This design comes from an exercise in tuning for small area on the open sky130 flow, not from production work. At most, simulation tests tie the RTL to the original design; equivalence was not proved. Power figures rest on the tool's default switching activity, not on a simulated workload.

==> inputs of run a <==
// top_module
module top_module (
    input clk,
    input rst,
    input echo1, echo2,
    output trigger1, trigger2,
    output tx
);
==> module top_module, before the edit <==
module top_module (
    input clk,
    input rst,
    input echo1, echo2,
    output trigger1, trigger2,
    output tx
);
    wire [8:0] d1, d2;
    wire rdy1, rdy2;
    ultrasonic_sensor sensor_tono (
        .clk(clk), .rst(rst), .echo(echo1), .trigger(trigger1),
        .distance_cm(d1), .distance_ready(rdy1)
    );
    ultrasonic_sensor sensor_volumen (
        .clk(clk), .rst(rst), .echo(echo2), .trigger(trigger2),
        .distance_cm(d2), .distance_ready(rdy2)
    );
    function [5:0] kmap(input [8:0] d);
        kmap = (d < 5) ? 6'd0 : (d > 60) ? 6'd55 : d - 5;
    endfunction
    localparam [1:0] IDLE = 2'd0, SEND1 = 2'd1, SEND2 = 2'd2, SEND3 = 2'd3;
    reg [1:0] ns, vs;           
    reg [4:0] note_off;         
    reg [5:0] vol_k;            
    reg [5:0] vol_fly;          
    reg owner;                  
    reg [3:0] bi;
    reg [10:0] cnt;             
    localparam [10:0] C_T = 11'd1353;
    wire free = (bi == 4'd10);
    wire note_busy = (ns != IDLE);
    wire vol_busy = (vs != IDLE);
    wire vol_started = vs[1];
    wire note_go = free & ~vol_started;
    wire vol_go = free & (vol_started | ~note_busy);
    wire go = free & (note_busy | vol_busy);
    wire tick = (cnt == C_T);
    wire [10:0] cstep = {cnt[9:0], ~(cnt[10] ^ cnt[8])};
    always @(posedge clk) begin
        if (ns == IDLE && rdy1)
            note_off <= ({4'd0, kmap(d1)} * 10'd6) / 10'd11;
        if (vs == IDLE && rdy2)
            vol_k <= kmap(d2);
        if (free) begin
            vol_fly <= vol_k;
            owner <= note_busy & ~vol_started;
        end
        cnt <= go ? C_T : tick ? 11'd0 : cstep;
    end
    always @(posedge clk or posedge rst) begin
        if (rst) begin
            ns <= IDLE;
            vs <= IDLE;
            bi <= 4'd10;
        end else begin
            if (ns == IDLE) begin
                if (rdy1) ns <= SEND1;
            end else if (note_go)
                ns <= ns + 2'd1;
            if (vs == IDLE) begin
                if (rdy2) vs <= SEND1;
            end else if (vol_go)
                vs <= vs + 2'd1;
            if (free) begin
                if (go) bi <= 4'd15;
            end else if (tick)
                bi <= bi + 4'd1;
        end
    end
    wire [7:0] note_byte = 8'd80 - {3'd0, note_off};
    wire [12:0] vol_div = ({7'd0, vol_fly} * 13'd127) / 13'd55;
    wire [7:0] vol_byte = 8'd127 - vol_div[7:0];
    reg [7:0] cur;
    always @(*) begin
        if (owner)
            cur = (ns == SEND2) ? 8'h90 : (ns == SEND3) ? note_byte : 8'd100;
        else
            cur = (vs == SEND2) ? 8'hB0 : (vs == SEND3) ? 8'h07 : vol_byte;
    end
    reg txr;
    always @(*) begin
        case (bi)
            4'd1: txr = 1'b0;
            4'd2: txr = cur[0];
            4'd3: txr = cur[1];
            4'd4: txr = cur[2];
            4'd5: txr = cur[3];
            4'd6: txr = cur[4];
            4'd7: txr = cur[5];
            4'd8: txr = cur[6];
            4'd9: txr = cur[7];
            default: txr = 1'b1;
        endcase
    end
    assign tx = txr;
endmodule
Settings: LEC_CHECK=0, CAP_MARGIN=20, CORE_MARGIN=2, CORE_UTILIZATION=40, SLEW_MARGIN=20; clock period 30.0 ns.
run.sh (not shown) runs the stock make flow with config.mk's settings and CLKGATE_MAP_FILE= SYNTH_SCRIPT=/design/flow/synth_recipe.tcl, a recipe that flattens the netlist after the stock synthesis.
==> run b (differences from run a) <==
--- a/flow/design.v
+++ b/flow/design.v
@@ -76,4 +76,345 @@
         kmap = (d < 5) ? 6'd0 : (d > 60) ? 6'd55 : d - 5;
     endfunction
+    function [4:0] noff(input [5:0] k);
+        begin
+            noff[0] = (k == 6'd2) |
+                (k == 6'd3) |
+                (k == 6'd6) |
+                (k == 6'd7) |
+                (k == 6'd10) |
+                (k == 6'd13) |
+                (k == 6'd14) |
+                (k == 6'd17) |
+                (k == 6'd18) |
+                (k == 6'd21) |
+                (k == 6'd24) |
+                (k == 6'd25) |
+                (k == 6'd28) |
+                (k == 6'd29) |
+                (k == 6'd32) |
+                (k == 6'd35) |
+                (k == 6'd36) |
+                (k == 6'd39) |
+                (k == 6'd40) |
+                (k == 6'd43) |
+                (k == 6'd46) |
+                (k == 6'd47) |
+                (k == 6'd50) |
+                (k == 6'd51) |
+                (k == 6'd54);
+            noff[1] = (k == 6'd4) |
+                (k == 6'd5) |
+                (k == 6'd6) |
+                (k == 6'd7) |
+                (k == 6'd11) |
+                (k == 6'd12) |
+                (k == 6'd13) |
+                (k == 6'd14) |
+                (k == 6'd19) |
+                (k == 6'd20) |
+                (k == 6'd21) |
+                (k == 6'd26) |
+                (k == 6'd27) |
+                (k == 6'd28) |
+                (k == 6'd29) |
+                (k == 6'd33) |
+                (k == 6'd34) |
+                (k == 6'd35) |
+                (k == 6'd36) |
+                (k == 6'd41) |
+                (k == 6'd42) |
+                (k == 6'd43) |
+                (k == 6'd48) |
+                (k == 6'd49) |
+                (k == 6'd50) |
+                (k == 6'd51) |
+                (k == 6'd55);
+            noff[2] = (k == 6'd8) |
+                (k == 6'd9) |
+                (k == 6'd10) |
+                (k == 6'd11) |
+                (k == 6'd12) |
+                (k == 6'd13) |
+                (k == 6'd14) |
+                (k == 6'd22) |
+                (k == 6'd23) |
+                (k == 6'd24) |
+                (k == 6'd25) |
+                (k == 6'd26) |
+                (k == 6'd27) |
+                (k == 6'd28) |
+                (k == 6'd29) |
+                (k == 6'd37) |
+                (k == 6'd38) |
+                (k == 6'd39) |
+                (k == 6'd40) |
+                (k == 6'd41) |
+                (k == 6'd42) |
+                (k == 6'd43) |
+                (k == 6'd52) |
+                (k == 6'd53) |
+                (k == 6'd54) |
+                (k == 6'd55);
+            noff[3] = (k == 6'd15) |
+                (k == 6'd16) |
+                (k == 6'd17) |
+                (k == 6'd18) |
+                (k == 6'd19) |
+                (k == 6'd20) |
+                (k == 6'd21) |
+                (k == 6'd22) |
+                (k == 6'd23) |
+                (k == 6'd24) |
+                (k == 6'd25) |
+                (k == 6'd26) |
+                (k == 6'd27) |
+                (k == 6'd28) |
+                (k == 6'd29) |
+                (k == 6'd44) |
+                (k == 6'd45) |
+                (k == 6'd46) |
+                (k == 6'd47) |
+                (k == 6'd48) |
+                (k == 6'd49) |
+                (k == 6'd50) |
+                (k == 6'd51) |
+                (k == 6'd52) |
+                (k == 6'd53) |
+                (k == 6'd54) |
+                (k == 6'd55);
+            noff[4] = (k == 6'd30) |
+                (k == 6'd31) |
+                (k == 6'd32) |
+                (k == 6'd33) |
+                (k == 6'd34) |
+                (k == 6'd35) |
+                (k == 6'd36) |
+                (k == 6'd37) |
+                (k == 6'd38) |
+                (k == 6'd39) |
+                (k == 6'd40) |
+                (k == 6'd41) |
+                (k == 6'd42) |
+                (k == 6'd43) |
+                (k == 6'd44) |
+                (k == 6'd45) |
+                (k == 6'd46) |
+                (k == 6'd47) |
+                (k == 6'd48) |
+                (k == 6'd49) |
+                (k == 6'd50) |
+                (k == 6'd51) |
+                (k == 6'd52) |
+                (k == 6'd53) |
+                (k == 6'd54) |
+                (k == 6'd55);
+        end
+    endfunction
+    function [6:0] vtab(input [5:0] k);
+        begin
+            vtab[0] = (k == 6'd0) |
+                (k == 6'd1) |
+                (k == 6'd2) |
+                (k == 6'd3) |
+                (k == 6'd7) |
+                (k == 6'd8) |
+                (k == 6'd9) |
+                (k == 6'd13) |
+                (k == 6'd14) |
+                (k == 6'd15) |
+                (k == 6'd16) |
+                (k == 6'd20) |
+                (k == 6'd21) |
+                (k == 6'd22) |
+                (k == 6'd26) |
+                (k == 6'd27) |
+                (k == 6'd28) |
+                (k == 6'd29) |
+                (k == 6'd33) |
+                (k == 6'd34) |
+                (k == 6'd35) |
+                (k == 6'd39) |
+                (k == 6'd40) |
+                (k == 6'd41) |
+                (k == 6'd42) |
+                (k == 6'd46) |
+                (k == 6'd47) |
+                (k == 6'd48) |
+                (k == 6'd52) |
+                (k == 6'd53) |
+                (k == 6'd54);
+            vtab[1] = (k == 6'd0) |
+                (k == 6'd2) |
+                (k == 6'd4) |
+                (k == 6'd6) |
+                (k == 6'd7) |
+                (k == 6'd9) |
+                (k == 6'd11) |
+                (k == 6'd14) |
+                (k == 6'd16) |
+                (k == 6'd18) |
+                (k == 6'd21) |
+                (k == 6'd23) |
+                (k == 6'd25) |
+                (k == 6'd26) |
+                (k == 6'd28) |
+                (k == 6'd30) |
+                (k == 6'd32) |
+                (k == 6'd33) |
+                (k == 6'd35) |
+                (k == 6'd37) |
+                (k == 6'd40) |
+                (k == 6'd42) |
+                (k == 6'd44) |
+                (k == 6'd47) |
+                (k == 6'd49) |
+                (k == 6'd51) |
+                (k == 6'd52) |
+                (k == 6'd54);
+            vtab[2] = (k == 6'd0) |
+                (k == 6'd1) |
+                (k == 6'd4) |
+                (k == 6'd5) |
+                (k == 6'd7) |
+                (k == 6'd8) |
+                (k == 6'd11) |
+                (k == 6'd12) |
+                (k == 6'd14) |
+                (k == 6'd15) |
+                (k == 6'd18) |
+                (k == 6'd19) |
+                (k == 6'd21) |
+                (k == 6'd22) |
+                (k == 6'd25) |
+                (k == 6'd28) |
+                (k == 6'd29) |
+                (k == 6'd32) |
+                (k == 6'd35) |
+                (k == 6'd36) |
+                (k == 6'd39) |
+                (k == 6'd42) |
+                (k == 6'd43) |
+                (k == 6'd46) |
+                (k == 6'd49) |
+                (k == 6'd50) |
+                (k == 6'd52) |
+                (k == 6'd53);
+            vtab[3] = (k == 6'd0) |
+                (k == 6'd1) |
+                (k == 6'd2) |
+                (k == 6'd3) |
+                (k == 6'd7) |
+                (k == 6'd8) |
+                (k == 6'd9) |
+                (k == 6'd10) |
+                (k == 6'd14) |
+                (k == 6'd15) |
+                (k == 6'd16) |
+                (k == 6'd17) |
+                (k == 6'd21) |
+                (k == 6'd22) |
+                (k == 6'd23) |
+                (k == 6'd24) |
+                (k == 6'd28) |
+                (k == 6'd29) |
+                (k == 6'd30) |
+                (k == 6'd31) |
+                (k == 6'd35) |
+                (k == 6'd36) |
+                (k == 6'd37) |
+                (k == 6'd38) |
+                (k == 6'd42) |
+                (k == 6'd43) |
+                (k == 6'd44) |
+                (k == 6'd45) |
+                (k == 6'd49) |
+                (k == 6'd50) |
+                (k == 6'd51);
+            vtab[4] = (k == 6'd0) |
+                (k == 6'd1) |
+                (k == 6'd2) |
+                (k == 6'd3) |
+                (k == 6'd4) |
+                (k == 6'd5) |
+                (k == 6'd6) |
+                (k == 6'd14) |
+                (k == 6'd15) |
+                (k == 6'd16) |
+                (k == 6'd17) |
+                (k == 6'd18) |
+                (k == 6'd19) |
+                (k == 6'd20) |
+                (k == 6'd28) |
+                (k == 6'd29) |
+                (k == 6'd30) |
+                (k == 6'd31) |
+                (k == 6'd32) |
+                (k == 6'd33) |
+                (k == 6'd34) |
+                (k == 6'd42) |
+                (k == 6'd43) |
+                (k == 6'd44) |
+                (k == 6'd45) |
+                (k == 6'd46) |
+                (k == 6'd47) |
+                (k == 6'd48);
+            vtab[5] = (k == 6'd0) |
+                (k == 6'd1) |
+                (k == 6'd2) |
+                (k == 6'd3) |
+                (k == 6'd4) |
+                (k == 6'd5) |
+                (k == 6'd6) |
+                (k == 6'd7) |
+                (k == 6'd8) |
+                (k == 6'd9) |
+                (k == 6'd10) |
+                (k == 6'd11) |
+                (k == 6'd12) |
+                (k == 6'd13) |
+                (k == 6'd28) |
+                (k == 6'd29) |
+                (k == 6'd30) |
+                (k == 6'd31) |
+                (k == 6'd32) |
+                (k == 6'd33) |
+                (k == 6'd34) |
+                (k == 6'd35) |
+                (k == 6'd36) |
+                (k == 6'd37) |
+                (k == 6'd38) |
+                (k == 6'd39) |
+                (k == 6'd40) |
+                (k == 6'd41);
+            vtab[6] = (k == 6'd0) |
+                (k == 6'd1) |
+                (k == 6'd2) |
+                (k == 6'd3) |
+                (k == 6'd4) |
+                (k == 6'd5) |
+                (k == 6'd6) |
+                (k == 6'd7) |
+                (k == 6'd8) |
+                (k == 6'd9) |
+                (k == 6'd10) |
+                (k == 6'd11) |
+                (k == 6'd12) |
+                (k == 6'd13) |
+                (k == 6'd14) |
+                (k == 6'd15) |
+                (k == 6'd16) |
+                (k == 6'd17) |
+                (k == 6'd18) |
+                (k == 6'd19) |
+                (k == 6'd20) |
+                (k == 6'd21) |
+                (k == 6'd22) |
+                (k == 6'd23) |
+                (k == 6'd24) |
+                (k == 6'd25) |
+                (k == 6'd26) |
+                (k == 6'd27);
+        end
+    endfunction
     localparam [1:0] IDLE = 2'd0, SEND1 = 2'd1, SEND2 = 2'd2, SEND3 = 2'd3;
     reg [1:0] ns, vs;           
@@ -85,5 +426,5 @@
     reg [10:0] cnt;             
     localparam [10:0] C_T = 11'd1353;
-    wire free = (bi == 4'd10);
+    wire free = (bi == 4'd0);
     wire note_busy = (ns != IDLE);
     wire vol_busy = (vs != IDLE);
@@ -96,5 +437,5 @@
     always @(posedge clk) begin
         if (ns == IDLE && rdy1)
-            note_off <= ({4'd0, kmap(d1)} * 10'd6) / 10'd11;
+            note_off <= noff(kmap(d1));
         if (vs == IDLE && rdy2)
             vol_k <= kmap(d2);
@@ -109,5 +450,5 @@
             ns <= IDLE;
             vs <= IDLE;
-            bi <= 4'd10;
+            bi <= 4'd0;
         end else begin
             if (ns == IDLE) begin
@@ -120,5 +461,5 @@
                 vs <= vs + 2'd1;
             if (free) begin
-                if (go) bi <= 4'd15;
+                if (go) bi <= 4'd5;
             end else if (tick)
                 bi <= bi + 4'd1;
@@ -126,6 +467,5 @@
     end
     wire [7:0] note_byte = 8'd80 - {3'd0, note_off};
-    wire [12:0] vol_div = ({7'd0, vol_fly} * 13'd127) / 13'd55;
-    wire [7:0] vol_byte = 8'd127 - vol_div[7:0];
+    wire [7:0] vol_byte = {1'b0, vtab(vol_fly)};
     reg [7:0] cur;
     always @(*) begin
@@ -135,19 +475,4 @@
             cur = (vs == SEND2) ? 8'hB0 : (vs == SEND3) ? 8'h07 : vol_byte;
     end
-    reg txr;
-    always @(*) begin
-        case (bi)
-            4'd1: txr = 1'b0;
-            4'd2: txr = cur[0];
-            4'd3: txr = cur[1];
-            4'd4: txr = cur[2];
-            4'd5: txr = cur[3];
-            4'd6: txr = cur[4];
-            4'd7: txr = cur[5];
-            4'd8: txr = cur[6];
-            4'd9: txr = cur[7];
-            default: txr = 1'b1;
-        endcase
-    end
-    assign tx = txr;
+    assign tx = bi[3] ? cur[bi[2:0]] : ~(bi[2] & bi[1] & bi[0]);
 endmodule
ABC_AREA = 1   (was not set)
CTS_BUF_LIST = sky130_fd_sc_hd__clkbuf_16   (was not set)
CTS_CLUSTER_DIAMETER = 500   (was not set)
CTS_CLUSTER_SIZE = 100   (was not set)
==> results.txt <==
- Power: run b is smaller than run a (0.95%).
- Sequential power is about the same in run a and run b.
- Of run a and run b, run b has the higher core utilization (gap 0.66 points).
- Between run b and run a, the lower global-route usage is in run a (gap 0.34 points).
- Clock power is about the same in run b and run a.
- Between run a and run b, the lower first-iteration DRC count is in run b (gap about 16%, measured against run b).
==> figures <==
Status: run a finished clean; run b finished clean
Footprint of the multi-input gates: run a 5630 um^2; run b 3090 um^2
Post-synth top area share: run a 14.2%; run b 20.1%
Number of cells on the critical path: run a 30; run b 14
R2r worst-path depth: run a 26; run b 8
Sequential share of cell area: run a 23.5%; run b 32.7%
Number of DRC markers after the initial detailed-route iteration: run a 451; run b 388
Die Area: run a 21,200 um^2; run b 15,100 um^2
Share of the synthesized area in compound gates (AO/OA/AOI/OAI): run a 24.9%; run b 7.90%
Crit path max-delay cell type: run a sky130_fd_sc_hd__fa_1; run b sky130_fd_sc_hd__nor2_1
Leakage: run a 3.69 nW; run b 3.16 nW
Clock-net power: run a 0.116 mW; run b 0.114 mW
Placed cell count: run a 1,214; run b 1,036
Relative max-transition margin: run a 26.9%; run b 40.7%
Only the layout flow was run in run b; the RTL was not checked for function there.

-- port drivers added, routing unchanged --
Ports are ideal in the flow. The routed layouts listed here were re-timed in OpenROAD.
Step 1: set_driving_cell puts a clkbuf_16 on clk and a buf_2 on each other input, an assumption about the parent block.
Step 2 moves the port delays by t, midway between the first and last clock arrival at a register: inputs arrive t later, outputs are due t later. That takes back most of the time a late clock gives input paths.
Three values: ideal ports, drivers, drivers and shift; two values: the first two.
run | t (ns) | slack for setup (ns) | worst slew at a driven data input, ns
run a | 0.377 | 13.756 / 13.715 / 14.092 | 0.03
run b | 0.367 | 20.831 / 20.794 / 21.161 | 0.03
After both steps every run listed still meets setup and hold.
